This design comes from an exercise in tuning for small area, a short achievable clock period and few clock cycles per item on the open sky130 flow, not from production work. No functional check of the RTL was part of any run shown here.

==> flow/design.v (outline; a module is shown in full before it is edited, if it fits) <==
// module lut_eval: 343 lines
// module lut_interp: 109 lines
// module lut_coef_rom: 140 lines
// module lut_master: 69 lines
module lut_master #(parameter data_width = 16) (
		input wire clk,
		input wire reset,
		input wire req,
		input wire [8 - 1 : 0] lut_handle,
		input wire [data_width - 1 : 0] req_arg,
		output wire [data_width - 1 : 0] data_out,
		output reg valid,
		output reg invalid_request
	);
  // ...
==> flow/flow/run.sh <==
#!/bin/bash
# Standard layout, with the input and output ports buffered by buf_4 cells
# instead of the delay buffers buffer_ports picks by default.
set -euo pipefail
bash standard.sh "BUFFER_PORTS_ARGS=-buffer_cell sky130_fd_sc_hd__buf_4" finish > make_finish.log 2>&1
==> flow/standard.sh <==
#!/bin/bash
# synth_recipe.tcl (not shown) runs the flow's synth.tcl, then flattens the netlist and writes it again
# the make line also repeats each setting of config.mk as NAME=value (left out here)
make -C /OpenROAD-flow-scripts/flow DESIGN_CONFIG=/design/flow/config.mk WORK_HOME=/design/flow/orfs CLKGATE_MAP_FILE= SYNTH_SCRIPT=/design/flow/synth_recipe.tcl "${@:-finish}"
==> flow/config.mk <==
export PLATFORM = sky130hd
export DESIGN_NAME = lut_master
export DESIGN_NICKNAME = lut_master
export VERILOG_FILES = /design/flow/design.v
export SDC_FILE = /design/flow/constraint.sdc
export NUM_CORES = 4
export LEC_CHECK = 0
export ABC_AREA = 1
export CAP_MARGIN = 20
export CORE_MARGIN = 2
export CORE_UTILIZATION = 45
export PLACE_DENSITY = 0.6
export SLEW_MARGIN = 20
export SYNTH_MEMORY_MAX_BITS = 70000
==> flow/constraint.sdc <==
create_clock -name core_clock -period 8.0 [get_ports {clk}]
set_input_delay 1.6000 -clock core_clock [delete_from_list [all_inputs] [get_ports {clk}]]
set_output_delay 1.6000 -clock core_clock [all_outputs]
set_load 0.01 [all_outputs]
==> qor.yml, run 1 <==
drt:
  first_iter_violations: 1347
  dr.pass1.iters: 6
floorplanning:
  die_h_um: 165
  num_io_pins: 45
synth:
  syn_inst: 1713
  synth-async-reset-ratio_pct: 0
  synthAdderAreaFrac_pct: 33.6
  synth_compound_gate_area_share_pct: 14.6
  synth_area_per_cell_um2: 6.82
  syn_area_um2: 11700
timing:
  fin_crit_sh_pct: 96.2
  drv_slew: 0
  worst_pin_slew_ps: 912
  clock_skew_ps: 0.0452
layout:
  final_nets: 2116
  final_area_um2: 13500
  multi_input_area_um2: 9200
  seqCellArea_um2: 1000
  largest_cell_class: "multi-input combinational cells"
run_status:
  status: "finished clean"
setup_path:
  crit_arrival_ps: 7900
  cp-start-kind: "input pin"
  rr_worst_depth: 3
  cp_top_family: "adder cells"
  crit_end: "e_r$_DFF_P_"
clock_tree:
  cts_root_buf: "clkbuf_16"
  cts_tree: "yes"
global_routing:
  grt_busiest_layer: "met2"
  grt_usage_pct: 38.8
worst_hold_path:
  min_from: "invalid_request$_SDFFE_PP0P_"
==> module lut_eval, before the edit <==
module lut_eval (
		input  wire [22:0] k,
		input  wire [13:0] c1,
		input  wire [5:0]  c2,
		input  wire        is_tanh,
		input  wire [4:0]  xs,
		input  wire [4:0]  xt,
		input  wire        mirror,
		input  wire        neg,
		output wire [15:0] ya,
		output wire [15:0] yb,
		output wire        c7,
		output wire [7:0]  dh,
		output wire        e
	);
	reg [3:0] tp_s, tp_t;
	reg [4:0] qp_s, qp_t;
	reg [3:0] tn_s, tn_t;
	always @(*) begin
		case (xs)
			5'd0: begin tp_s = 4'd0; qp_s = 5'd0; tn_s = 4'd15; end
			5'd1: begin tp_s = 4'd1; qp_s = 5'd7; tn_s = 4'd14; end
			5'd2: begin tp_s = 4'd2; qp_s = 5'd13; tn_s = 4'd13; end
			5'd3: begin tp_s = 4'd3; qp_s = 5'd18; tn_s = 4'd12; end
			5'd4: begin tp_s = 4'd4; qp_s = 5'd22; tn_s = 4'd11; end
			5'd5: begin tp_s = 4'd5; qp_s = 5'd25; tn_s = 4'd10; end
			5'd6: begin tp_s = 4'd6; qp_s = 5'd27; tn_s = 4'd9; end
			5'd7: begin tp_s = 4'd7; qp_s = 5'd28; tn_s = 4'd8; end
			5'd8: begin tp_s = 4'd8; qp_s = 5'd28; tn_s = 4'd7; end
			5'd9: begin tp_s = 4'd9; qp_s = 5'd27; tn_s = 4'd6; end
			5'd10: begin tp_s = 4'd10; qp_s = 5'd25; tn_s = 4'd5; end
			5'd11: begin tp_s = 4'd11; qp_s = 5'd22; tn_s = 4'd4; end
			5'd12: begin tp_s = 4'd12; qp_s = 5'd18; tn_s = 4'd3; end
			5'd13: begin tp_s = 4'd13; qp_s = 5'd13; tn_s = 4'd2; end
			5'd14: begin tp_s = 4'd14; qp_s = 5'd7; tn_s = 4'd1; end
			5'd15: begin tp_s = 4'd15; qp_s = 5'd0; tn_s = 4'd0; end
			5'd16: begin tp_s = 4'd15; qp_s = 5'd0; tn_s = 4'd0; end
			5'd17: begin tp_s = 4'd14; qp_s = 5'd7; tn_s = 4'd1; end
			5'd18: begin tp_s = 4'd13; qp_s = 5'd13; tn_s = 4'd2; end
			5'd19: begin tp_s = 4'd12; qp_s = 5'd18; tn_s = 4'd3; end
			5'd20: begin tp_s = 4'd11; qp_s = 5'd22; tn_s = 4'd4; end
			5'd21: begin tp_s = 4'd10; qp_s = 5'd25; tn_s = 4'd5; end
			5'd22: begin tp_s = 4'd9; qp_s = 5'd27; tn_s = 4'd6; end
			5'd23: begin tp_s = 4'd8; qp_s = 5'd28; tn_s = 4'd7; end
			5'd24: begin tp_s = 4'd7; qp_s = 5'd28; tn_s = 4'd8; end
			5'd25: begin tp_s = 4'd6; qp_s = 5'd27; tn_s = 4'd9; end
			5'd26: begin tp_s = 4'd5; qp_s = 5'd25; tn_s = 4'd10; end
			5'd27: begin tp_s = 4'd4; qp_s = 5'd22; tn_s = 4'd11; end
			5'd28: begin tp_s = 4'd3; qp_s = 5'd18; tn_s = 4'd12; end
			5'd29: begin tp_s = 4'd2; qp_s = 5'd13; tn_s = 4'd13; end
			5'd30: begin tp_s = 4'd1; qp_s = 5'd7; tn_s = 4'd14; end
			5'd31: begin tp_s = 4'd0; qp_s = 5'd0; tn_s = 4'd15; end
			default: begin tp_s = 4'd0; qp_s = 5'd0; tn_s = 4'd0; end
		endcase
		case (xt)
			5'd0: begin tp_t = 4'd0; qp_t = 5'd0; tn_t = 4'd15; end
			5'd1: begin tp_t = 4'd1; qp_t = 5'd7; tn_t = 4'd14; end
			5'd2: begin tp_t = 4'd2; qp_t = 5'd13; tn_t = 4'd13; end
			5'd3: begin tp_t = 4'd3; qp_t = 5'd18; tn_t = 4'd12; end
			5'd4: begin tp_t = 4'd4; qp_t = 5'd22; tn_t = 4'd11; end
			5'd5: begin tp_t = 4'd5; qp_t = 5'd25; tn_t = 4'd10; end
			5'd6: begin tp_t = 4'd6; qp_t = 5'd27; tn_t = 4'd9; end
			5'd7: begin tp_t = 4'd7; qp_t = 5'd28; tn_t = 4'd8; end
			5'd8: begin tp_t = 4'd8; qp_t = 5'd28; tn_t = 4'd7; end
			5'd9: begin tp_t = 4'd9; qp_t = 5'd27; tn_t = 4'd6; end
			5'd10: begin tp_t = 4'd10; qp_t = 5'd25; tn_t = 4'd5; end
			5'd11: begin tp_t = 4'd11; qp_t = 5'd22; tn_t = 4'd4; end
			5'd12: begin tp_t = 4'd12; qp_t = 5'd18; tn_t = 4'd3; end
			5'd13: begin tp_t = 4'd13; qp_t = 5'd13; tn_t = 4'd2; end
			5'd14: begin tp_t = 4'd14; qp_t = 5'd7; tn_t = 4'd1; end
			5'd15: begin tp_t = 4'd15; qp_t = 5'd0; tn_t = 4'd0; end
			5'd16: begin tp_t = 4'd15; qp_t = 5'd0; tn_t = 4'd0; end
			5'd17: begin tp_t = 4'd14; qp_t = 5'd7; tn_t = 4'd1; end
			5'd18: begin tp_t = 4'd13; qp_t = 5'd13; tn_t = 4'd2; end
			5'd19: begin tp_t = 4'd12; qp_t = 5'd18; tn_t = 4'd3; end
			5'd20: begin tp_t = 4'd11; qp_t = 5'd22; tn_t = 4'd4; end
			5'd21: begin tp_t = 4'd10; qp_t = 5'd25; tn_t = 4'd5; end
			5'd22: begin tp_t = 4'd9; qp_t = 5'd27; tn_t = 4'd6; end
			5'd23: begin tp_t = 4'd8; qp_t = 5'd28; tn_t = 4'd7; end
			5'd24: begin tp_t = 4'd7; qp_t = 5'd28; tn_t = 4'd8; end
			5'd25: begin tp_t = 4'd6; qp_t = 5'd27; tn_t = 4'd9; end
			5'd26: begin tp_t = 4'd5; qp_t = 5'd25; tn_t = 4'd10; end
			5'd27: begin tp_t = 4'd4; qp_t = 5'd22; tn_t = 4'd11; end
			5'd28: begin tp_t = 4'd3; qp_t = 5'd18; tn_t = 4'd12; end
			5'd29: begin tp_t = 4'd2; qp_t = 5'd13; tn_t = 4'd13; end
			5'd30: begin tp_t = 4'd1; qp_t = 5'd7; tn_t = 4'd14; end
			5'd31: begin tp_t = 4'd0; qp_t = 5'd0; tn_t = 4'd15; end
			default: begin tp_t = 4'd0; qp_t = 5'd0; tn_t = 4'd0; end
		endcase
	end
	wire [3:0] tp = is_tanh ? tp_t : tp_s;
	wire [4:0] qp = is_tanh ? qp_t : qp_s;
	wire [3:0] tn = is_tanh ? tn_t : tn_s;
	wire [15:0] cc = mirror ? (neg ? 16'hff12 : 16'hff13) : (neg ? 16'hffff : 16'h0000);
	wire nt_0_s = k[4] ^ (c1[4] & tp[0]);
	wire nt_0_c = k[4] & (c1[4] & tp[0]);
	wire nt_1_s = k[5] ^ (c1[5] & tp[0]) ^ (c1[4] & tp[1]);
	wire nt_1_c = (k[5] & (c1[5] & tp[0])) | (k[5] & (c1[4] & tp[1])) | ((c1[5] & tp[0]) & (c1[4] & tp[1]));
	wire nt_2_s = k[6] ^ (c1[6] & tp[0]);
	wire nt_2_c = k[6] & (c1[6] & tp[0]);
	wire nt_3_s = cc[0] ^ k[7];
	wire nt_3_c = cc[0] & k[7];
	wire nt_4_s = k[2] ^ (c1[2] & tp[0]);
	wire nt_4_c = k[2] & (c1[2] & tp[0]);
	wire nt_5_s = k[3] ^ (c1[3] & tp[0]) ^ (c1[2] & tp[1]);
	wire nt_5_c = (k[3] & (c1[3] & tp[0])) | (k[3] & (c1[2] & tp[1])) | ((c1[3] & tp[0]) & (c1[2] & tp[1]));
	wire nt_6_s = (c1[1] & tp[2]) ^ (c1[0] & tp[3]) ^ (c2[3] & qp[0]);
	wire nt_6_c = ((c1[1] & tp[2]) & (c1[0] & tp[3])) | ((c1[1] & tp[2]) & (c2[3] & qp[0])) | ((c1[0] & tp[3]) & (c2[3] & qp[0]));
	wire nt_7_s = (c1[3] & tp[1]) ^ (c1[2] & tp[2]) ^ (c1[1] & tp[3]);
	wire nt_7_c = ((c1[3] & tp[1]) & (c1[2] & tp[2])) | ((c1[3] & tp[1]) & (c1[1] & tp[3])) | ((c1[2] & tp[2]) & (c1[1] & tp[3]));
	wire nt_8_s = (c2[4] & qp[0]) ^ (c2[3] & qp[1]) ^ (c2[2] & qp[2]);
	wire nt_8_c = ((c2[4] & qp[0]) & (c2[3] & qp[1])) | ((c2[4] & qp[0]) & (c2[2] & qp[2])) | ((c2[3] & qp[1]) & (c2[2] & qp[2]));
	wire nt_9_s = (c2[1] & qp[3]) ^ (c2[0] & qp[4]);
	wire nt_9_c = (c2[1] & qp[3]) & (c2[0] & qp[4]);
	wire nt_10_s = (c1[3] & tp[2]) ^ (c1[2] & tp[3]) ^ (c2[5] & qp[0]);
	wire nt_10_c = ((c1[3] & tp[2]) & (c1[2] & tp[3])) | ((c1[3] & tp[2]) & (c2[5] & qp[0])) | ((c1[2] & tp[3]) & (c2[5] & qp[0]));
	wire nt_11_s = (c2[4] & qp[1]) ^ (c2[3] & qp[2]) ^ (c2[2] & qp[3]);
	wire nt_11_c = ((c2[4] & qp[1]) & (c2[3] & qp[2])) | ((c2[4] & qp[1]) & (c2[2] & qp[3])) | ((c2[3] & qp[2]) & (c2[2] & qp[3]));
	wire nt_12_s = (c2[1] & qp[4]) ^ nt_0_c ^ nt_1_s;
	wire nt_12_c = ((c2[1] & qp[4]) & nt_0_c) | ((c2[1] & qp[4]) & nt_1_s) | (nt_0_c & nt_1_s);
	wire nt_13_s = (c1[5] & tp[1]) ^ (c1[4] & tp[2]) ^ (c1[3] & tp[3]);
	wire nt_13_c = ((c1[5] & tp[1]) & (c1[4] & tp[2])) | ((c1[5] & tp[1]) & (c1[3] & tp[3])) | ((c1[4] & tp[2]) & (c1[3] & tp[3]));
	wire nt_14_s = (c2[5] & qp[1]) ^ (c2[4] & qp[2]) ^ (c2[3] & qp[3]);
	wire nt_14_c = ((c2[5] & qp[1]) & (c2[4] & qp[2])) | ((c2[5] & qp[1]) & (c2[3] & qp[3])) | ((c2[4] & qp[2]) & (c2[3] & qp[3]));
	wire nt_15_s = (c2[2] & qp[4]) ^ nt_2_s ^ nt_1_c;
	wire nt_15_c = ((c2[2] & qp[4]) & nt_2_s) | ((c2[2] & qp[4]) & nt_1_c) | (nt_2_s & nt_1_c);
	wire nt_16_s = (c1[7] & tp[0]) ^ (c1[6] & tp[1]) ^ (c1[5] & tp[2]);
	wire nt_16_c = ((c1[7] & tp[0]) & (c1[6] & tp[1])) | ((c1[7] & tp[0]) & (c1[5] & tp[2])) | ((c1[6] & tp[1]) & (c1[5] & tp[2]));
	wire nt_17_s = (c1[4] & tp[3]) ^ (c2[5] & qp[2]) ^ (c2[4] & qp[3]);
	wire nt_17_c = ((c1[4] & tp[3]) & (c2[5] & qp[2])) | ((c1[4] & tp[3]) & (c2[4] & qp[3])) | ((c2[5] & qp[2]) & (c2[4] & qp[3]));
	wire nt_18_s = (c2[3] & qp[4]) ^ nt_2_c ^ nt_3_s;
	wire nt_18_c = ((c2[3] & qp[4]) & nt_2_c) | ((c2[3] & qp[4]) & nt_3_s) | (nt_2_c & nt_3_s);
	wire nt_19_s = cc[1] ^ k[8] ^ (c1[8] & tp[0]);
	wire nt_19_c = (cc[1] & k[8]) | (cc[1] & (c1[8] & tp[0])) | (k[8] & (c1[8] & tp[0]));
	wire nt_20_s = (c1[7] & tp[1]) ^ (c1[6] & tp[2]) ^ (c1[5] & tp[3]);
	wire nt_20_c = ((c1[7] & tp[1]) & (c1[6] & tp[2])) | ((c1[7] & tp[1]) & (c1[5] & tp[3])) | ((c1[6] & tp[2]) & (c1[5] & tp[3]));
	wire nt_21_s = (c2[5] & qp[3]) ^ (c2[4] & qp[4]) ^ nt_3_c;
	wire nt_21_c = ((c2[5] & qp[3]) & (c2[4] & qp[4])) | ((c2[5] & qp[3]) & nt_3_c) | ((c2[4] & qp[4]) & nt_3_c);
	wire nt_22_s = cc[2] ^ k[9] ^ (c1[9] & tp[0]);
	wire nt_22_c = (cc[2] & k[9]) | (cc[2] & (c1[9] & tp[0])) | (k[9] & (c1[9] & tp[0]));
	wire nt_23_s = (c1[8] & tp[1]) ^ (c1[7] & tp[2]) ^ (c1[6] & tp[3]);
	wire nt_23_c = ((c1[8] & tp[1]) & (c1[7] & tp[2])) | ((c1[8] & tp[1]) & (c1[6] & tp[3])) | ((c1[7] & tp[2]) & (c1[6] & tp[3]));
	wire nt_24_s = cc[3] ^ k[10] ^ (c1[10] & tp[0]);
	wire nt_24_c = (cc[3] & k[10]) | (cc[3] & (c1[10] & tp[0])) | (k[10] & (c1[10] & tp[0]));
	wire nt_25_s = cc[4] ^ k[11];
	wire nt_25_c = cc[4] & k[11];
	wire nt_26_s = cc[5] ^ k[12];
	wire nt_26_c = cc[5] & k[12];
	wire nt_27_s = cc[6] ^ k[13];
	wire nt_27_c = cc[6] & k[13];
	wire nt_28_s = k[1] ^ (c1[1] & tp[0]);
	wire nt_28_c = k[1] & (c1[1] & tp[0]);
	wire nt_29_s = (c1[1] & tp[1]) ^ (c1[0] & tp[2]) ^ (c2[2] & qp[0]);
	wire nt_29_c = ((c1[1] & tp[1]) & (c1[0] & tp[2])) | ((c1[1] & tp[1]) & (c2[2] & qp[0])) | ((c1[0] & tp[2]) & (c2[2] & qp[0]));
	wire nt_30_s = (c2[1] & qp[1]) ^ (c2[0] & qp[2]);
	wire nt_30_c = (c2[1] & qp[1]) & (c2[0] & qp[2]);
	wire nt_31_s = (c2[2] & qp[1]) ^ (c2[1] & qp[2]) ^ (c2[0] & qp[3]);
	wire nt_31_c = ((c2[2] & qp[1]) & (c2[1] & qp[2])) | ((c2[2] & qp[1]) & (c2[0] & qp[3])) | ((c2[1] & qp[2]) & (c2[0] & qp[3]));
	wire nt_32_s = nt_4_c ^ nt_5_s ^ nt_6_s;
	wire nt_32_c = (nt_4_c & nt_5_s) | (nt_4_c & nt_6_s) | (nt_5_s & nt_6_s);
	wire nt_33_s = nt_9_s ^ nt_0_s ^ nt_5_c;
	wire nt_33_c = (nt_9_s & nt_0_s) | (nt_9_s & nt_5_c) | (nt_0_s & nt_5_c);
	wire nt_34_s = nt_6_c ^ nt_7_s ^ nt_8_s;
	wire nt_34_c = (nt_6_c & nt_7_s) | (nt_6_c & nt_8_s) | (nt_7_s & nt_8_s);
	wire nt_35_s = nt_9_c ^ nt_7_c ^ nt_8_c;
	wire nt_35_c = (nt_9_c & nt_7_c) | (nt_9_c & nt_8_c) | (nt_7_c & nt_8_c);
	wire nt_36_s = nt_10_s ^ nt_11_s ^ nt_12_s;
	wire nt_36_c = (nt_10_s & nt_11_s) | (nt_10_s & nt_12_s) | (nt_11_s & nt_12_s);
	wire nt_37_s = nt_10_c ^ nt_11_c ^ nt_13_s;
	wire nt_37_c = (nt_10_c & nt_11_c) | (nt_10_c & nt_13_s) | (nt_11_c & nt_13_s);
	wire nt_38_s = nt_14_s ^ nt_12_c ^ nt_15_s;
	wire nt_38_c = (nt_14_s & nt_12_c) | (nt_14_s & nt_15_s) | (nt_12_c & nt_15_s);
	wire nt_39_s = nt_13_c ^ nt_14_c ^ nt_16_s;
	wire nt_39_c = (nt_13_c & nt_14_c) | (nt_13_c & nt_16_s) | (nt_14_c & nt_16_s);
	wire nt_40_s = nt_17_s ^ nt_18_s ^ nt_15_c;
	wire nt_40_c = (nt_17_s & nt_18_s) | (nt_17_s & nt_15_c) | (nt_18_s & nt_15_c);
	wire nt_41_s = nt_16_c ^ nt_17_c ^ nt_19_s;
	wire nt_41_c = (nt_16_c & nt_17_c) | (nt_16_c & nt_19_s) | (nt_17_c & nt_19_s);
	wire nt_42_s = nt_20_s ^ nt_18_c ^ nt_21_s;
	wire nt_42_c = (nt_20_s & nt_18_c) | (nt_20_s & nt_21_s) | (nt_18_c & nt_21_s);
	wire nt_43_s = (c2[5] & qp[4]) ^ nt_19_c ^ nt_20_c;
	wire nt_43_c = ((c2[5] & qp[4]) & nt_19_c) | ((c2[5] & qp[4]) & nt_20_c) | (nt_19_c & nt_20_c);
	wire nt_44_s = nt_22_s ^ nt_23_s ^ nt_21_c;
	wire nt_44_c = (nt_22_s & nt_23_s) | (nt_22_s & nt_21_c) | (nt_23_s & nt_21_c);
	wire nt_45_s = (c1[9] & tp[1]) ^ (c1[8] & tp[2]) ^ (c1[7] & tp[3]);
	wire nt_45_c = ((c1[9] & tp[1]) & (c1[8] & tp[2])) | ((c1[9] & tp[1]) & (c1[7] & tp[3])) | ((c1[8] & tp[2]) & (c1[7] & tp[3]));
	wire nt_46_s = nt_22_c ^ nt_23_c ^ nt_24_s;
	wire nt_46_c = (nt_22_c & nt_23_c) | (nt_22_c & nt_24_s) | (nt_23_c & nt_24_s);
	wire nt_47_s = (c1[11] & tp[0]) ^ (c1[10] & tp[1]) ^ (c1[9] & tp[2]);
	wire nt_47_c = ((c1[11] & tp[0]) & (c1[10] & tp[1])) | ((c1[11] & tp[0]) & (c1[9] & tp[2])) | ((c1[10] & tp[1]) & (c1[9] & tp[2]));
	wire nt_48_s = (c1[8] & tp[3]) ^ nt_25_s ^ nt_24_c;
	wire nt_48_c = ((c1[8] & tp[3]) & nt_25_s) | ((c1[8] & tp[3]) & nt_24_c) | (nt_25_s & nt_24_c);
	wire nt_49_s = (c1[12] & tp[0]) ^ (c1[11] & tp[1]) ^ (c1[10] & tp[2]);
	wire nt_49_c = ((c1[12] & tp[0]) & (c1[11] & tp[1])) | ((c1[12] & tp[0]) & (c1[10] & tp[2])) | ((c1[11] & tp[1]) & (c1[10] & tp[2]));
	wire nt_50_s = (c1[9] & tp[3]) ^ nt_25_c ^ nt_26_s;
	wire nt_50_c = ((c1[9] & tp[3]) & nt_25_c) | ((c1[9] & tp[3]) & nt_26_s) | (nt_25_c & nt_26_s);
	wire nt_51_s = (c1[13] & tp[0]) ^ (c1[12] & tp[1]) ^ (c1[11] & tp[2]);
	wire nt_51_c = ((c1[13] & tp[0]) & (c1[12] & tp[1])) | ((c1[13] & tp[0]) & (c1[11] & tp[2])) | ((c1[12] & tp[1]) & (c1[11] & tp[2]));
	wire nt_52_s = (c1[10] & tp[3]) ^ nt_26_c ^ nt_27_s;
	wire nt_52_c = ((c1[10] & tp[3]) & nt_26_c) | ((c1[10] & tp[3]) & nt_27_s) | (nt_26_c & nt_27_s);
	wire nt_53_s = cc[7] ^ k[14] ^ (c1[13] & tp[1]);
	wire nt_53_c = (cc[7] & k[14]) | (cc[7] & (c1[13] & tp[1])) | (k[14] & (c1[13] & tp[1]));
	wire nt_54_s = (c1[12] & tp[2]) ^ (c1[11] & tp[3]) ^ nt_27_c;
	wire nt_54_c = ((c1[12] & tp[2]) & (c1[11] & tp[3])) | ((c1[12] & tp[2]) & nt_27_c) | ((c1[11] & tp[3]) & nt_27_c);
	wire nt_55_s = cc[8] ^ k[15] ^ (c1[13] & tp[2]);
	wire nt_55_c = (cc[8] & k[15]) | (cc[8] & (c1[13] & tp[2])) | (k[15] & (c1[13] & tp[2]));
	wire nt_56_s = (c1[0] & tp[1]) ^ (c2[1] & qp[0]);
	wire nt_56_c = (c1[0] & tp[1]) & (c2[1] & qp[0]);
	wire nt_57_s = nt_28_c ^ nt_30_s ^ nt_4_s;
	wire nt_57_c = (nt_28_c & nt_30_s) | (nt_28_c & nt_4_s) | (nt_30_s & nt_4_s);
	wire nt_58_s = nt_30_c ^ nt_29_c ^ nt_31_s;
	wire nt_58_c = (nt_30_c & nt_29_c) | (nt_30_c & nt_31_s) | (nt_29_c & nt_31_s);
	wire nt_59_s = nt_31_c ^ nt_32_c ^ nt_33_s;
	wire nt_59_c = (nt_31_c & nt_32_c) | (nt_31_c & nt_33_s) | (nt_32_c & nt_33_s);
	wire nt_60_s = nt_33_c ^ nt_34_c ^ nt_35_s;
	wire nt_60_c = (nt_33_c & nt_34_c) | (nt_33_c & nt_35_s) | (nt_34_c & nt_35_s);
	wire nt_61_s = nt_35_c ^ nt_37_s ^ nt_36_c;
	wire nt_61_c = (nt_35_c & nt_37_s) | (nt_35_c & nt_36_c) | (nt_37_s & nt_36_c);
	wire nt_62_s = nt_37_c ^ nt_39_s ^ nt_38_c;
	wire nt_62_c = (nt_37_c & nt_39_s) | (nt_37_c & nt_38_c) | (nt_39_s & nt_38_c);
	wire nt_63_s = nt_39_c ^ nt_41_s ^ nt_42_s;
	wire nt_63_c = (nt_39_c & nt_41_s) | (nt_39_c & nt_42_s) | (nt_41_s & nt_42_s);
	wire nt_64_s = nt_41_c ^ nt_43_s ^ nt_42_c;
	wire nt_64_c = (nt_41_c & nt_43_s) | (nt_41_c & nt_42_c) | (nt_43_s & nt_42_c);
	wire nt_65_s = nt_45_s ^ nt_43_c ^ nt_46_s;
	wire nt_65_c = (nt_45_s & nt_43_c) | (nt_45_s & nt_46_s) | (nt_43_c & nt_46_s);
	wire nt_66_s = nt_45_c ^ nt_47_s ^ nt_46_c;
	wire nt_66_c = (nt_45_c & nt_47_s) | (nt_45_c & nt_46_c) | (nt_47_s & nt_46_c);
	wire nt_67_s = nt_47_c ^ nt_49_s ^ nt_50_s;
	wire nt_67_c = (nt_47_c & nt_49_s) | (nt_47_c & nt_50_s) | (nt_49_s & nt_50_s);
	wire nt_68_s = nt_49_c ^ nt_51_s ^ nt_50_c;
	wire nt_68_c = (nt_49_c & nt_51_s) | (nt_49_c & nt_50_c) | (nt_51_s & nt_50_c);
	wire nt_69_s = nt_51_c ^ nt_53_s ^ nt_52_c;
	wire nt_69_c = (nt_51_c & nt_53_s) | (nt_51_c & nt_52_c) | (nt_53_s & nt_52_c);
	wire nt_70_s = (c1[12] & tp[3]) ^ nt_53_c ^ nt_55_s;
	wire nt_70_c = ((c1[12] & tp[3]) & nt_53_c) | ((c1[12] & tp[3]) & nt_55_s) | (nt_53_c & nt_55_s);
	wire nt_71_s = cc[9] ^ k[16] ^ (c1[13] & tp[3]);
	wire nt_71_c = (cc[9] & k[16]) | (cc[9] & (c1[13] & tp[3])) | (k[16] & (c1[13] & tp[3]));
	wire nt_72_s = k[0] ^ (c1[0] & tp[0]);
	wire nt_72_c = k[0] & (c1[0] & tp[0]);
	wire nt_73_s = (c2[0] & qp[1]) ^ nt_56_s ^ nt_28_s;
	wire nt_73_c = ((c2[0] & qp[1]) & nt_56_s) | ((c2[0] & qp[1]) & nt_28_s) | (nt_56_s & nt_28_s);
	wire nt_74_s = nt_56_c ^ nt_29_s ^ nt_57_s;
	wire nt_74_c = (nt_56_c & nt_29_s) | (nt_56_c & nt_57_s) | (nt_29_s & nt_57_s);
	wire nt_75_s = nt_57_c ^ nt_58_s ^ nt_32_s;
	wire nt_75_c = (nt_57_c & nt_58_s) | (nt_57_c & nt_32_s) | (nt_58_s & nt_32_s);
	wire nt_76_s = nt_58_c ^ nt_34_s ^ nt_59_s;
	wire nt_76_c = (nt_58_c & nt_34_s) | (nt_58_c & nt_59_s) | (nt_34_s & nt_59_s);
	wire nt_77_s = nt_59_c ^ nt_60_s ^ nt_36_s;
	wire nt_77_c = (nt_59_c & nt_60_s) | (nt_59_c & nt_36_s) | (nt_60_s & nt_36_s);
	wire nt_78_s = nt_60_c ^ nt_38_s ^ nt_61_s;
	wire nt_78_c = (nt_60_c & nt_38_s) | (nt_60_c & nt_61_s) | (nt_38_s & nt_61_s);
	wire nt_79_s = nt_40_s ^ nt_61_c ^ nt_62_s;
	wire nt_79_c = (nt_40_s & nt_61_c) | (nt_40_s & nt_62_s) | (nt_61_c & nt_62_s);
	wire nt_80_s = nt_40_c ^ nt_63_s ^ nt_62_c;
	wire nt_80_c = (nt_40_c & nt_63_s) | (nt_40_c & nt_62_c) | (nt_63_s & nt_62_c);
	wire nt_81_s = nt_44_s ^ nt_63_c ^ nt_64_s;
	wire nt_81_c = (nt_44_s & nt_63_c) | (nt_44_s & nt_64_s) | (nt_63_c & nt_64_s);
	wire nt_82_s = nt_44_c ^ nt_65_s ^ nt_64_c;
	wire nt_82_c = (nt_44_c & nt_65_s) | (nt_44_c & nt_64_c) | (nt_65_s & nt_64_c);
	wire nt_83_s = nt_48_s ^ nt_65_c ^ nt_66_s;
	wire nt_83_c = (nt_48_s & nt_65_c) | (nt_48_s & nt_66_s) | (nt_65_c & nt_66_s);
	wire nt_84_s = nt_48_c ^ nt_67_s ^ nt_66_c;
	wire nt_84_c = (nt_48_c & nt_67_s) | (nt_48_c & nt_66_c) | (nt_67_s & nt_66_c);
	wire nt_85_s = nt_52_s ^ nt_67_c ^ nt_68_s;
	wire nt_85_c = (nt_52_s & nt_67_c) | (nt_52_s & nt_68_s) | (nt_67_c & nt_68_s);
	wire nt_86_s = nt_54_s ^ nt_68_c ^ nt_69_s;
	wire nt_86_c = (nt_54_s & nt_68_c) | (nt_54_s & nt_69_s) | (nt_68_c & nt_69_s);
	wire nt_87_s = nt_54_c ^ nt_70_s ^ nt_69_c;
	wire nt_87_c = (nt_54_c & nt_70_s) | (nt_54_c & nt_69_c) | (nt_70_s & nt_69_c);
	wire nt_88_s = nt_71_s ^ nt_55_c ^ nt_70_c;
	wire nt_88_c = (nt_71_s & nt_55_c) | (nt_71_s & nt_70_c) | (nt_55_c & nt_70_c);
	wire nt_89_s = cc[10] ^ k[17] ^ nt_71_c;
	wire nt_89_c = (cc[10] & k[17]) | (cc[10] & nt_71_c) | (k[17] & nt_71_c);
	wire nt_90_s = cc[11] ^ k[18];
	wire nt_90_c = cc[11] & k[18];
	wire nt_91_s = cc[12] ^ k[19];
	wire nt_91_c = cc[12] & k[19];
	wire nt_92_s = cc[13] ^ k[20];
	wire nt_92_c = cc[13] & k[20];
	wire nt_93_s = cc[14] ^ k[21];
	wire nt_93_c = cc[14] & k[21];
	wire nt_94_s = cc[15] ^ k[22];
	wire nt_94_c = cc[15] & k[22];
	wire [22:0] nt_a = {nt_93_c, nt_92_c, nt_91_c, nt_90_c, nt_89_c, nt_88_c, nt_87_c, nt_86_c, nt_85_c, nt_84_c, nt_83_c, nt_82_c, nt_81_c, nt_80_c, nt_79_c, nt_78_c, nt_77_c, nt_76_c, nt_75_c, nt_74_c, nt_73_c, nt_72_c, nt_72_s};
	wire [22:0] nt_b = {nt_94_s, nt_93_s, nt_92_s, nt_91_s, nt_90_s, nt_89_s, nt_88_s, nt_87_s, nt_86_s, nt_85_s, nt_84_s, nt_83_s, nt_82_s, nt_81_s, nt_80_s, nt_79_s, nt_78_s, nt_77_s, nt_76_s, nt_75_s, nt_74_s, nt_73_s, (c2[0] & qp[0])};
	wire [7:0] s2 = {1'b0, nt_a[6:0]} + {1'b0, nt_b[6:0]};
	assign c7 = s2[7];
	assign ya = nt_a[22:7];
	assign yb = nt_b[22:7];
	wire dt_0_s = ~tn[3] ^ c1[3] ^ (c2[3] & tn[0]);
	wire dt_0_c = (~tn[3] & c1[3]) | (~tn[3] & (c2[3] & tn[0])) | (c1[3] & (c2[3] & tn[0]));
	wire dt_1_s = c1[4] ^ (c2[4] & tn[0]) ^ (c2[3] & tn[1]);
	wire dt_1_c = (c1[4] & (c2[4] & tn[0])) | (c1[4] & (c2[3] & tn[1])) | ((c2[4] & tn[0]) & (c2[3] & tn[1]));
	wire dt_2_s = c1[5] ^ (c2[5] & tn[0]) ^ (c2[4] & tn[1]);
	wire dt_2_c = (c1[5] & (c2[5] & tn[0])) | (c1[5] & (c2[4] & tn[1])) | ((c2[5] & tn[0]) & (c2[4] & tn[1]));
	wire dt_3_s = c1[6] ^ (c2[5] & tn[1]);
	wire dt_3_c = c1[6] & (c2[5] & tn[1]);
	wire dt_4_s = c1[2] ^ (c2[2] & tn[0]);
	wire dt_4_c = c1[2] & (c2[2] & tn[0]);
	wire dt_5_s = (c2[2] & tn[1]) ^ (c2[1] & tn[2]) ^ (~c2[0] & ~tn[3]);
	wire dt_5_c = ((c2[2] & tn[1]) & (c2[1] & tn[2])) | ((c2[2] & tn[1]) & (~c2[0] & ~tn[3])) | ((c2[1] & tn[2]) & (~c2[0] & ~tn[3]));
	wire dt_6_s = (c2[2] & tn[2]) ^ (~c2[1] & ~tn[3]) ^ dt_0_c;
	wire dt_6_c = ((c2[2] & tn[2]) & (~c2[1] & ~tn[3])) | ((c2[2] & tn[2]) & dt_0_c) | ((~c2[1] & ~tn[3]) & dt_0_c);
	wire dt_7_s = (c2[3] & tn[2]) ^ (~c2[2] & ~tn[3]) ^ dt_1_c;
	wire dt_7_c = ((c2[3] & tn[2]) & (~c2[2] & ~tn[3])) | ((c2[3] & tn[2]) & dt_1_c) | ((~c2[2] & ~tn[3]) & dt_1_c);
	wire dt_8_s = (c2[4] & tn[2]) ^ (~c2[3] & ~tn[3]) ^ dt_3_s;
	wire dt_8_c = ((c2[4] & tn[2]) & (~c2[3] & ~tn[3])) | ((c2[4] & tn[2]) & dt_3_s) | ((~c2[3] & ~tn[3]) & dt_3_s);
	wire dt_9_s = c1[7] ^ (c2[5] & tn[2]) ^ (~c2[4] & ~tn[3]);
	wire dt_9_c = (c1[7] & (c2[5] & tn[2])) | (c1[7] & (~c2[4] & ~tn[3])) | ((c2[5] & tn[2]) & (~c2[4] & ~tn[3]));
	wire dt_10_s = c1[1] ^ (c2[1] & tn[0]);
	wire dt_10_c = c1[1] & (c2[1] & tn[0]);
	wire dt_11_s = (c2[1] & tn[1]) ^ (c2[0] & tn[2]) ^ dt_4_s;
	wire dt_11_c = ((c2[1] & tn[1]) & (c2[0] & tn[2])) | ((c2[1] & tn[1]) & dt_4_s) | ((c2[0] & tn[2]) & dt_4_s);
	wire dt_12_s = dt_4_c ^ dt_5_s ^ dt_0_s;
	wire dt_12_c = (dt_4_c & dt_5_s) | (dt_4_c & dt_0_s) | (dt_5_s & dt_0_s);
	wire dt_13_s = dt_5_c ^ dt_1_s ^ dt_6_s;
	wire dt_13_c = (dt_5_c & dt_1_s) | (dt_5_c & dt_6_s) | (dt_1_s & dt_6_s);
	wire dt_14_s = dt_2_s ^ dt_6_c ^ dt_7_s;
	wire dt_14_c = (dt_2_s & dt_6_c) | (dt_2_s & dt_7_s) | (dt_6_c & dt_7_s);
	wire dt_15_s = dt_2_c ^ dt_8_s ^ dt_7_c;
	wire dt_15_c = (dt_2_c & dt_8_s) | (dt_2_c & dt_7_c) | (dt_8_s & dt_7_c);
	wire dt_16_s = dt_3_c ^ dt_9_s ^ dt_8_c;
	wire dt_16_c = (dt_3_c & dt_9_s) | (dt_3_c & dt_8_c) | (dt_9_s & dt_8_c);
	wire dt_17_s = c1[8] ^ (~c2[5] & ~tn[3]) ^ dt_9_c;
	wire dt_17_c = (c1[8] & (~c2[5] & ~tn[3])) | (c1[8] & dt_9_c) | ((~c2[5] & ~tn[3]) & dt_9_c);
	wire dt_18_s = ~tn[3] ^ c1[9];
	wire dt_18_c = ~tn[3] & c1[9];
	wire dt_19_s = ~tn[3] ^ c1[10];
	wire dt_19_c = ~tn[3] & c1[10];
	wire dt_20_s = ~tn[3] ^ c1[11];
	wire dt_20_c = ~tn[3] & c1[11];
	wire dt_21_s = ~tn[3] ^ c1[12];
	wire dt_21_c = ~tn[3] & c1[12];
	wire dt_22_s = ~tn[3] ^ c1[13];
	wire dt_22_c = ~tn[3] & c1[13];
	wire [14:0] dt_a = {dt_22_c, dt_21_c, dt_20_c, dt_19_c, dt_18_c, dt_17_c, dt_16_c, dt_15_c, dt_14_c, dt_13_c, dt_12_c, dt_11_c, dt_10_c, dt_10_s, c1[0]};
	wire [14:0] dt_b = {~tn[3], dt_22_s, dt_21_s, dt_20_s, dt_19_s, dt_18_s, dt_17_s, dt_16_s, dt_15_s, dt_14_s, dt_13_s, dt_12_s, dt_11_s, (c2[0] & tn[1]), (c2[0] & tn[0])};
	wire [14:0] delta = dt_a + dt_b;
	wire [8:0] s3 = {2'b0, delta[6:0]} + {2'b0, nt_a[6:0]} + {2'b0, nt_b[6:0]};
	assign dh = delta[14:7];
	assign e  = s3[7] ^ s2[7];
endmodule
==> module lut_interp, before the edit <==
module lut_interp (
		input  wire [15:0] ya,
		input  wire [15:0] yb,
		input  wire        c7,
		input  wire [7:0]  dh,
		input  wire        e,
		input  wire [3:0]  frac,
		input  wire        mirror,
		input  wire        neg,
		output wire [15:0] interpolated
	);
	wire dneg = mirror ^ neg;
	wire [7:0] d = dh + {7'd0, e};
	wire ee = dneg & frac[3] & d[0];
	wire gt_0_s = ya[0] ^ yb[0] ^ c7;
	wire gt_0_c = (ya[0] & yb[0]) | (ya[0] & c7) | (yb[0] & c7);
	wire gt_1_s = ((frac[3] & d[1]) ^ mirror) ^ ((frac[2] & d[2]) ^ mirror);
	wire gt_1_c = ((frac[3] & d[1]) ^ mirror) & ((frac[2] & d[2]) ^ mirror);
	wire gt_2_s = ya[1] ^ yb[1] ^ ((frac[3] & d[2]) ^ mirror);
	wire gt_2_c = (ya[1] & yb[1]) | (ya[1] & ((frac[3] & d[2]) ^ mirror)) | (yb[1] & ((frac[3] & d[2]) ^ mirror));
	wire gt_3_s = ((frac[2] & d[3]) ^ mirror) ^ ((frac[1] & d[4]) ^ mirror);
	wire gt_3_c = ((frac[2] & d[3]) ^ mirror) & ((frac[1] & d[4]) ^ mirror);
	wire gt_4_s = ya[2] ^ yb[2] ^ ((frac[3] & d[3]) ^ mirror);
	wire gt_4_c = (ya[2] & yb[2]) | (ya[2] & ((frac[3] & d[3]) ^ mirror)) | (yb[2] & ((frac[3] & d[3]) ^ mirror));
	wire gt_5_s = ((frac[2] & d[4]) ^ mirror) ^ ((frac[1] & d[5]) ^ mirror);
	wire gt_5_c = ((frac[2] & d[4]) ^ mirror) & ((frac[1] & d[5]) ^ mirror);
	wire gt_6_s = ya[3] ^ yb[3] ^ ((frac[3] & d[4]) ^ mirror);
	wire gt_6_c = (ya[3] & yb[3]) | (ya[3] & ((frac[3] & d[4]) ^ mirror)) | (yb[3] & ((frac[3] & d[4]) ^ mirror));
	wire gt_7_s = ((frac[2] & d[5]) ^ mirror) ^ ((frac[1] & d[6]) ^ mirror);
	wire gt_7_c = ((frac[2] & d[5]) ^ mirror) & ((frac[1] & d[6]) ^ mirror);
	wire gt_8_s = ya[4] ^ yb[4] ^ ((frac[3] & d[5]) ^ mirror);
	wire gt_8_c = (ya[4] & yb[4]) | (ya[4] & ((frac[3] & d[5]) ^ mirror)) | (yb[4] & ((frac[3] & d[5]) ^ mirror));
	wire gt_9_s = gt_0_s ^ ((frac[1] & d[3]) ^ mirror) ^ ((frac[0] & d[4]) ^ mirror);
	wire gt_9_c = (gt_0_s & ((frac[1] & d[3]) ^ mirror)) | (gt_0_s & ((frac[0] & d[4]) ^ mirror)) | (((frac[1] & d[3]) ^ mirror) & ((frac[0] & d[4]) ^ mirror));
	wire gt_10_s = gt_0_c ^ ((frac[0] & d[5]) ^ mirror) ^ (mirror & d[1]);
	wire gt_10_c = (gt_0_c & ((frac[0] & d[5]) ^ mirror)) | (gt_0_c & (mirror & d[1])) | (((frac[0] & d[5]) ^ mirror) & (mirror & d[1]));
	wire gt_11_s = gt_1_c ^ gt_3_s;
	wire gt_11_c = gt_1_c & gt_3_s;
	wire gt_12_s = ((frac[0] & d[6]) ^ mirror) ^ (mirror & d[2]) ^ gt_3_c;
	wire gt_12_c = (((frac[0] & d[6]) ^ mirror) & (mirror & d[2])) | (((frac[0] & d[6]) ^ mirror) & gt_3_c) | ((mirror & d[2]) & gt_3_c);
	wire gt_13_s = gt_5_s ^ gt_2_c ^ gt_4_s;
	wire gt_13_c = (gt_5_s & gt_2_c) | (gt_5_s & gt_4_s) | (gt_2_c & gt_4_s);
	wire gt_14_s = ((frac[0] & d[7]) ^ mirror) ^ (mirror & d[3]) ^ gt_5_c;
	wire gt_14_c = (((frac[0] & d[7]) ^ mirror) & (mirror & d[3])) | (((frac[0] & d[7]) ^ mirror) & gt_5_c) | ((mirror & d[3]) & gt_5_c);
	wire gt_15_s = gt_7_s ^ gt_4_c ^ gt_6_s;
	wire gt_15_c = (gt_7_s & gt_4_c) | (gt_7_s & gt_6_s) | (gt_4_c & gt_6_s);
	wire gt_16_s = ((frac[2] & d[6]) ^ mirror) ^ ((frac[1] & d[7]) ^ mirror) ^ (mirror & d[4]);
	wire gt_16_c = (((frac[2] & d[6]) ^ mirror) & ((frac[1] & d[7]) ^ mirror)) | (((frac[2] & d[6]) ^ mirror) & (mirror & d[4])) | (((frac[1] & d[7]) ^ mirror) & (mirror & d[4]));
	wire gt_17_s = gt_7_c ^ gt_6_c ^ gt_8_s;
	wire gt_17_c = (gt_7_c & gt_6_c) | (gt_7_c & gt_8_s) | (gt_6_c & gt_8_s);
	wire gt_18_s = ya[5] ^ yb[5] ^ ((frac[3] & d[6]) ^ mirror);
	wire gt_18_c = (ya[5] & yb[5]) | (ya[5] & ((frac[3] & d[6]) ^ mirror)) | (yb[5] & ((frac[3] & d[6]) ^ mirror));
	wire gt_19_s = ((frac[2] & d[7]) ^ mirror) ^ (mirror & d[5]) ^ gt_8_c;
	wire gt_19_c = (((frac[2] & d[7]) ^ mirror) & (mirror & d[5])) | (((frac[2] & d[7]) ^ mirror) & gt_8_c) | ((mirror & d[5]) & gt_8_c);
	wire gt_20_s = ya[6] ^ yb[6] ^ ((frac[3] & d[7]) ^ mirror);
	wire gt_20_c = (ya[6] & yb[6]) | (ya[6] & ((frac[3] & d[7]) ^ mirror)) | (yb[6] & ((frac[3] & d[7]) ^ mirror));
	wire gt_21_s = (mirror & d[0]) ^ (ee ^ mirror);
	wire gt_21_c = (mirror & d[0]) & (ee ^ mirror);
	wire gt_22_s = gt_9_c ^ gt_10_s ^ gt_2_s;
	wire gt_22_c = (gt_9_c & gt_10_s) | (gt_9_c & gt_2_s) | (gt_10_s & gt_2_s);
	wire gt_23_s = gt_10_c ^ gt_11_c ^ gt_12_s;
	wire gt_23_c = (gt_10_c & gt_11_c) | (gt_10_c & gt_12_s) | (gt_11_c & gt_12_s);
	wire gt_24_s = gt_12_c ^ gt_14_s ^ gt_13_c;
	wire gt_24_c = (gt_12_c & gt_14_s) | (gt_12_c & gt_13_c) | (gt_14_s & gt_13_c);
	wire gt_25_s = gt_16_s ^ gt_14_c ^ gt_15_c;
	wire gt_25_c = (gt_16_s & gt_14_c) | (gt_16_s & gt_15_c) | (gt_14_c & gt_15_c);
	wire gt_26_s = gt_16_c ^ gt_18_s ^ gt_17_c;
	wire gt_26_c = (gt_16_c & gt_18_s) | (gt_16_c & gt_17_c) | (gt_18_s & gt_17_c);
	wire gt_27_s = (mirror & d[6]) ^ gt_18_c ^ gt_20_s;
	wire gt_27_c = ((mirror & d[6]) & gt_18_c) | ((mirror & d[6]) & gt_20_s) | (gt_18_c & gt_20_s);
	wire gt_28_s = ya[7] ^ yb[7] ^ (mirror & d[7]);
	wire gt_28_c = (ya[7] & yb[7]) | (ya[7] & (mirror & d[7])) | (yb[7] & (mirror & d[7]));
	wire gt_29_s = gt_1_s ^ gt_9_s;
	wire gt_29_c = gt_1_s & gt_9_s;
	wire gt_30_s = gt_21_c ^ gt_11_s ^ gt_22_s;
	wire gt_30_c = (gt_21_c & gt_11_s) | (gt_21_c & gt_22_s) | (gt_11_s & gt_22_s);
	wire gt_31_s = gt_22_c ^ gt_13_s ^ gt_23_s;
	wire gt_31_c = (gt_22_c & gt_13_s) | (gt_22_c & gt_23_s) | (gt_13_s & gt_23_s);
	wire gt_32_s = gt_15_s ^ gt_23_c ^ gt_24_s;
	wire gt_32_c = (gt_15_s & gt_23_c) | (gt_15_s & gt_24_s) | (gt_23_c & gt_24_s);
	wire gt_33_s = gt_17_s ^ gt_24_c ^ gt_25_s;
	wire gt_33_c = (gt_17_s & gt_24_c) | (gt_17_s & gt_25_s) | (gt_24_c & gt_25_s);
	wire gt_34_s = gt_19_s ^ gt_25_c ^ gt_26_s;
	wire gt_34_c = (gt_19_s & gt_25_c) | (gt_19_s & gt_26_s) | (gt_25_c & gt_26_s);
	wire gt_35_s = gt_27_s ^ gt_19_c ^ gt_26_c;
	wire gt_35_c = (gt_27_s & gt_19_c) | (gt_27_s & gt_26_c) | (gt_19_c & gt_26_c);
	wire gt_36_s = gt_28_s ^ gt_20_c ^ gt_27_c;
	wire gt_36_c = (gt_28_s & gt_20_c) | (gt_28_s & gt_27_c) | (gt_20_c & gt_27_c);
	wire gt_37_s = ya[8] ^ yb[8] ^ gt_28_c;
	wire gt_37_c = (ya[8] & yb[8]) | (ya[8] & gt_28_c) | (yb[8] & gt_28_c);
	wire gt_38_s = ya[9] ^ yb[9];
	wire gt_38_c = ya[9] & yb[9];
	wire gt_39_s = ya[10] ^ yb[10];
	wire gt_39_c = ya[10] & yb[10];
	wire gt_40_s = ya[11] ^ yb[11];
	wire gt_40_c = ya[11] & yb[11];
	wire gt_41_s = ya[12] ^ yb[12];
	wire gt_41_c = ya[12] & yb[12];
	wire gt_42_s = ya[13] ^ yb[13];
	wire gt_42_c = ya[13] & yb[13];
	wire gt_43_s = ya[14] ^ yb[14];
	wire gt_43_c = ya[14] & yb[14];
	wire gt_44_s = ya[15] ^ yb[15];
	wire gt_44_c = ya[15] & yb[15];
	wire [15:0] gt_a = {gt_43_c, gt_42_c, gt_41_c, gt_40_c, gt_39_c, gt_38_c, gt_37_c, gt_36_c, gt_35_c, gt_34_c, gt_33_c, gt_32_c, gt_31_c, gt_30_c, gt_29_c, gt_29_s};
	wire [15:0] gt_b = {gt_44_s, gt_43_s, gt_42_s, gt_41_s, gt_40_s, gt_39_s, gt_38_s, gt_37_s, gt_36_s, gt_35_s, gt_34_s, gt_33_s, gt_32_s, gt_31_s, gt_30_s, gt_21_s};
	wire [15:0] s = gt_a + gt_b;
	assign interpolated = s ^ {16{neg}};
endmodule
==> module lut_master, before the edit <==
module lut_master #(parameter data_width = 16) (
		input wire clk,
		input wire reset,
		input wire req,
		input wire [8 - 1 : 0] lut_handle,
		input wire [data_width - 1 : 0] req_arg,
		output wire [data_width - 1 : 0] data_out,
		output reg valid,
		output reg invalid_request
	);
	wire handle_ok = (lut_handle[8 - 1 : 1] == 0);
	wire is_tanh   = lut_handle[0];
	always @(posedge clk) begin
		if (reset) begin
			invalid_request <= 0;
			valid <= 0;
		end
		else begin
			if (req && !handle_ok)
				invalid_request <= 1;
			valid <= req && handle_ok && !invalid_request;
		end
	end
	wire       mirror = is_tanh ? req_arg[15] : req_arg[13];
	wire       neg    = is_tanh ? req_arg[15] : req_arg[14];
	wire [9:0] pair_a = (is_tanh ? req_arg[14:5] : {1'b0, req_arg[12:4]}) ^ {10{mirror}};
	wire [3:0] frac   = is_tanh ? req_arg[4:1] : req_arg[3:0];
	wire [22:0] k;
	wire [13:0] c1;
	wire [5:0]  c2;
	wire [15:0] ya, yb;
	wire        c7;
	wire [7:0]  dh;
	wire        e;
	lut_coef_rom coef (.addr({is_tanh, pair_a[9:4]}), .k(k), .c1(c1), .c2(c2));
	lut_eval eval (
		.k(k), .c1(c1), .c2(c2),
		.is_tanh(is_tanh),
		.xs({req_arg[13], req_arg[7:4]}),
		.xt({req_arg[15], req_arg[8:5]}),
		.mirror(mirror),
		.neg(neg),
		.ya(ya), .yb(yb), .c7(c7), .dh(dh), .e(e)
	);
	reg [15:0] ya_r, yb_r;
	reg        c7_r;
	reg [7:0]  dh_r;
	reg        e_r;
	reg [3:0]  frac_r;
	reg        mirror_r;
	reg        neg_r;
	always @(posedge clk) begin
		ya_r     <= ya;
		yb_r     <= yb;
		c7_r     <= c7;
		dh_r     <= dh;
		e_r      <= e;
		frac_r   <= frac;
		mirror_r <= mirror;
		neg_r    <= neg;
	end
	lut_interp interp (
		.ya(ya_r), .yb(yb_r), .c7(c7_r), .dh(dh_r), .e(e_r),
		.frac(frac_r),
		.mirror(mirror_r),
		.neg(neg_r),
		.interpolated(data_out)
	);
endmodule
==> run 2, diff against run 1 <==
--- a/flow/design.v
+++ b/flow/design.v
@@ -13,4 +13,4 @@
 		output wire        c7,
-		output wire [7:0]  dh,
-		output wire        e
+		output wire [6:0]  lo,
+		output wire [14:0] delta
 	);
@@ -289,2 +289,3 @@
 	assign c7 = s2[7];
+	assign lo = s2[6:0];
 	assign ya = nt_a[22:7];
@@ -339,6 +340,3 @@
 	wire [14:0] dt_b = {~tn[3], dt_22_s, dt_21_s, dt_20_s, dt_19_s, dt_18_s, dt_17_s, dt_16_s, dt_15_s, dt_14_s, dt_13_s, dt_12_s, dt_11_s, (c2[0] & tn[1]), (c2[0] & tn[0])};
-	wire [14:0] delta = dt_a + dt_b;
-	wire [8:0] s3 = {2'b0, delta[6:0]} + {2'b0, nt_a[6:0]} + {2'b0, nt_b[6:0]};
-	assign dh = delta[14:7];
-	assign e  = s3[7] ^ s2[7];
+	assign delta = dt_a + dt_b;
 endmodule
@@ -348,4 +346,4 @@
 		input  wire        c7,
-		input  wire [7:0]  dh,
-		input  wire        e,
+		input  wire [6:0]  lo,
+		input  wire [14:0] delta,
 		input  wire [3:0]  frac,
@@ -356,3 +354,4 @@
 	wire dneg = mirror ^ neg;
-	wire [7:0] d = dh + {7'd0, e};
+	wire [14:0] dsum = delta + {8'd0, lo};
+	wire [7:0] d = dsum[14:7];
 	wire ee = dneg & frac[3] & d[0];
@@ -629,4 +628,4 @@
 	wire        c7;
-	wire [7:0]  dh;
-	wire        e;
+	wire [6:0]  lo;
+	wire [14:0] delta;
 	lut_coef_rom coef (.addr({is_tanh, pair_a[9:4]}), .k(k), .c1(c1), .c2(c2));
@@ -639,3 +638,3 @@
 		.neg(neg),
-		.ya(ya), .yb(yb), .c7(c7), .dh(dh), .e(e)
+		.ya(ya), .yb(yb), .c7(c7), .lo(lo), .delta(delta)
 	);
@@ -643,4 +642,4 @@
 	reg        c7_r;
-	reg [7:0]  dh_r;
-	reg        e_r;
+	reg [6:0]  lo_r;
+	reg [14:0] delta_r;
 	reg [3:0]  frac_r;
@@ -652,4 +651,4 @@
 		c7_r     <= c7;
-		dh_r     <= dh;
-		e_r      <= e;
+		lo_r     <= lo;
+		delta_r  <= delta;
 		frac_r   <= frac;
@@ -659,3 +658,3 @@
 	lut_interp interp (
-		.ya(ya_r), .yb(yb_r), .c7(c7_r), .dh(dh_r), .e(e_r),
+		.ya(ya_r), .yb(yb_r), .c7(c7_r), .lo(lo_r), .delta(delta_r),
 		.frac(frac_r),
==> qor.yml, run 2 <==
run_status:
  status: "finished clean"  # unchanged
global_routing:
  antenna_found_initial: 0  # was 1
  grt_first_pass_wirelength_um: 79700  # was 76700 um
  grt_pass1_vias: 13100  # was 12700
  grt_max_degree: 37  # was 30
  grt_overflow: 0  # unchanged
  grt_usage_pct: 37.6  # was 38.8%
setup_path:
  cp-start-kind: "flip-flop"  # was input pin
  r2r_slack_ps: 7340  # was 7330 ps
  worst-path-max-fanout: 6  # was 17
  r2r-start: "invalid_request$_SDFFE_PP0P_"  # unchanged
  rr_worst_depth: 3  # unchanged
  crit_arrival_ps: 6010  # was 7900 ps
  critPathBufInv: 5  # was 9
  end_kind: "output pin"  # was flip-flop
  crit_top_cell: "nand2_1"  # unchanged
  cp_data_required_time_ps: 6400  # was 8210 ps
  cp_top_family: "adder cells"  # unchanged
  slowest_delay_ps: 550  # was 530 ps
  rr_endpoint: "valid$_SDFF_PP0_"  # unchanged
  slowest_stage: "fa_1"  # unchanged
  path_class: "reg2out"  # was in2reg
clock_tree:
  clk_path_buf_depth: 2  # unchanged
  htree_levels: 3  # was 2
  holdBufCountCts: 0  # unchanged
  cts_root_buf: "clkbuf_16"  # unchanged
  cts_tree: "yes"  # unchanged
  clk_latency_ps: 340  # was 300 ps
  cts_buffers: 9  # was 5
  clk_pin_slew_ps: 60  # was 80 ps
  cts_sinks: 63  # was 50
timing:
  finalCriticalPeriod_ps: 7610  # was 7690 ps
  setup-violations-final: 0  # unchanged
  setup_slack_ps: 386  # was 308 ps
  clock_skew_ps: 5.82  # was 0.0452 ps
  setup_tns_ps: 0  # unchanged
  max_freq_ghz: 0.131  # was 0.130 GHz
  fin_crit_sh_pct: 95.2  # was 96.2%
  worst_pin_slew_ps: 936  # was 912 ps
  rsz0062_at_grt: "no"  # unchanged
  slew_headroom_pct: 37.1  # was 38.8%
  drv_slew: 0  # unchanged
  hold_ws_ps: 476  # was 475 ps
  finalHoldViolCount: 0  # unchanged
floorplanning:
  die_h_um: 170  # was 165 um
  initial_utilization_pct: 45.9  # was 46.1%
  core_area_um2: 27000  # was 25300 um2
  die_area_um2: 28800  # was 27200 um2
  rows: 60  # was 58
  num_io_pins: 45  # unchanged
  die-width_um: 170  # was 165 um
drt:
  via_count: 13000  # was 12800
  first_iter_violations: 1234  # was 1347
  postRouteAntennaNets: 0  # unchanged
  wirelength_um: 52800  # was 52600 um
  dr.pass1.iters: 6  # unchanged
  wl_per_cell_um: 23.5  # was 24.1 um
  drc: 0  # unchanged
  via_per_inst: 5.79  # was 5.86
worst_hold_path:
  min_from: "invalid_request$_SDFFE_PP0P_"  # unchanged
  whs_endpoint: "invalid_request$_SDFFE_PP0P_"  # unchanged
  hold_path_class: "reg2reg"  # unchanged
  min_path_cells: 2  # unchanged
layout:
  final_nets: 2173  # was 2116
  drive_gt1_share_pct: 9.73  # was 14.0%
  diodes: 0  # unchanged
  layout_commonest_cell: "nand2_1"  # unchanged
  largestRegisters: "ya_r x16, yb_r x16, delta_r x15"  # was ya_r x16, yb_r x16, dh_r x8
  syn2layout_area_growth_pct: 9.95  # was 15.2%
  final_cell_mix: "nand2_1 (470), inv_1 (294), nand3_1 (168), nor2_1 (150), fa_1 (126)"  # was nand2_1 (390), inv_1 (316), buf_4 (178), nor2_1 (161), fa_1 (131)
  fin_util_pct: 50.4  # was 53.1%
  final_cells: 2252  # was 2185
synth:
  ys_top_cells_by_count: "nand2_1 (471), inv_1 (294), nand3_1 (168), nor2_1 (150), fa_1 (126)"  # was nand2_1 (393), inv_1 (316), nor2_1 (161), fa_1 (131), ha_1 (104)
  synthFlopType: "dfxtp_1"  # unchanged
  synth-async-reset-ratio_pct: 0  # unchanged
  netlist_top_cells_area: "fa_1 (20%), nand2_1 (14%), ha_1 (11%)"  # was fa_1 (22%), nand2_1 (13%), ha_1 (11%)
  synth_area_per_cell_um2: 6.69  # was 6.82 um2
  syn_inst: 1847  # was 1713
  ys_seq_elements: 63  # was 50
  synth_edf_count: 0  # unchanged
  syn-num-nets: 2113  # was 1975
  synth_top_area_share_pct: 20.4  # was 22.5%
  yosysWarnings: 3  # unchanged
  syn_area_um2: 12400  # was 11700 um2
  yosysMostFrequentCell: "nand2_1"  # unchanged
  yosysUniqueCellTypes: 53  # was 55
  yosysSeqAreaShare_pct: 10.2  # was 8.57%
  yosysTopAreaCell: "fa_1"  # unchanged
place:
  gp_congestion: 1.06  # was 1.14
  pre_cts_slack_ps: 588  # was -40.0 ps
  dp_hpwl_um: 43300  # was 43500 um
  io_buffers: 44  # unchanged
  dp.cells: 2237  # was 2177
job:
  drv_cap: 0  # unchanged
-- run 2: cell count changes in the layout (fill, tap and decap cells not counted), moves of 13 or more --
cell	change
dfxtp_1	+13
o21ai_1	+13
o21ai_0	-23
nand2_1	+80
nand3_1	+102
buf_4	-74
inv_1	-22
-- run 2: how the worst max path moves through the flow --
stage / from / endpoint / depth (start not counted)
floorplan: req_arg[15] / c7_r$_DFF_P_ / 31
global placement: lut_handle[0] / c7_r$_DFF_P_ / 29
detailed placement: lut_handle[0] / c7_r$_DFF_P_ / 29
CTS: delta_r[5]$_DFF_P_ / data_out[14] / 25
global route: lo_r[5]$_DFF_P_ / data_out[14] / 25
finish: lo_r[5]$_DFF_P_ / data_out[14] / 25
-- run 2: repair_timing --
action	in CTS	in global routing
setup endpoints to repair	0	2
setup buffers	0	0
gates resized for setup	0	1
-- run 2: worst min-delay path: stages, from the launching register on --
cell,delay (ps)
dfxtp_1,310
inv_1,70
a21oi_1,60
-- run 2: metrics by stage --
| step | area, um2 |
|---|---|
| 2_1_floorplan | 12400 |
| 5_1_grt | 13600 |
| 4_1_cts | 13600 |
| 6_report | 13600 |
| 3_5_place_dp | 13300 |
| 3_3_place_gp | 13300 |
-- run 2: routing by layer --
metal	share of wire, %	vias to the layer above	wire [um]	track usage, %
met1	38	6271	20300	44.2
met4	8.0	0	4200	25.5
li1	-	5927	-	-
met2	47	643	24800	64.0
met5	0	-	0	0
met3	6.7	188	3540	4.80
-- run 2: kinds of logic after synthesis --
kind of cell    share of synthesized area (%)
simple gates                             30.1
flops                                    10.2
compound gates                           10.6
xor+xnor                                 5.03
fa+ha+maj                                31.9
buf+inv                                  12.1
-- run 2: area by class of cell --
cell class,instances,area (um2)
clock buffers,11,253
clock inverters,4,45.0
fillers,2694,13400
inverters,310,1160
multi-input cells,1416,9600
flip-flops and latches,63,1260
well taps,341,427
repair buffers,107,841

==> separate check: timing with driven ports <==
Ports are ideal in the flow. The routed layouts listed here were re-timed in OpenROAD. Step 1, drivers: a clkbuf_16 drives clk and a buf_2 each remaining input, both assumed. Step 2, shift: input delay + t, output delay - t, t = (earliest + latest rising clock arrival at the registers) / 2. This alone moves slack from input paths to output paths. Slacks: ideal ports / drivers / drivers and shift; pairs: ideal ports / drivers.
run	shift t [ns]	setup slack, ns	worst data-port slew with drivers (ns)
run 1	0.341	0.308 / 0.331 / -0.010	0.04
run 2	0.380	0.386 / 0.338 / 0.439	0.04
With both steps, setup timing fails in run 1, where it was met with ideal ports. The setup slack of run 1, which loses most, moves by +0.023 ns with the drivers and by -0.318 ns with both steps.
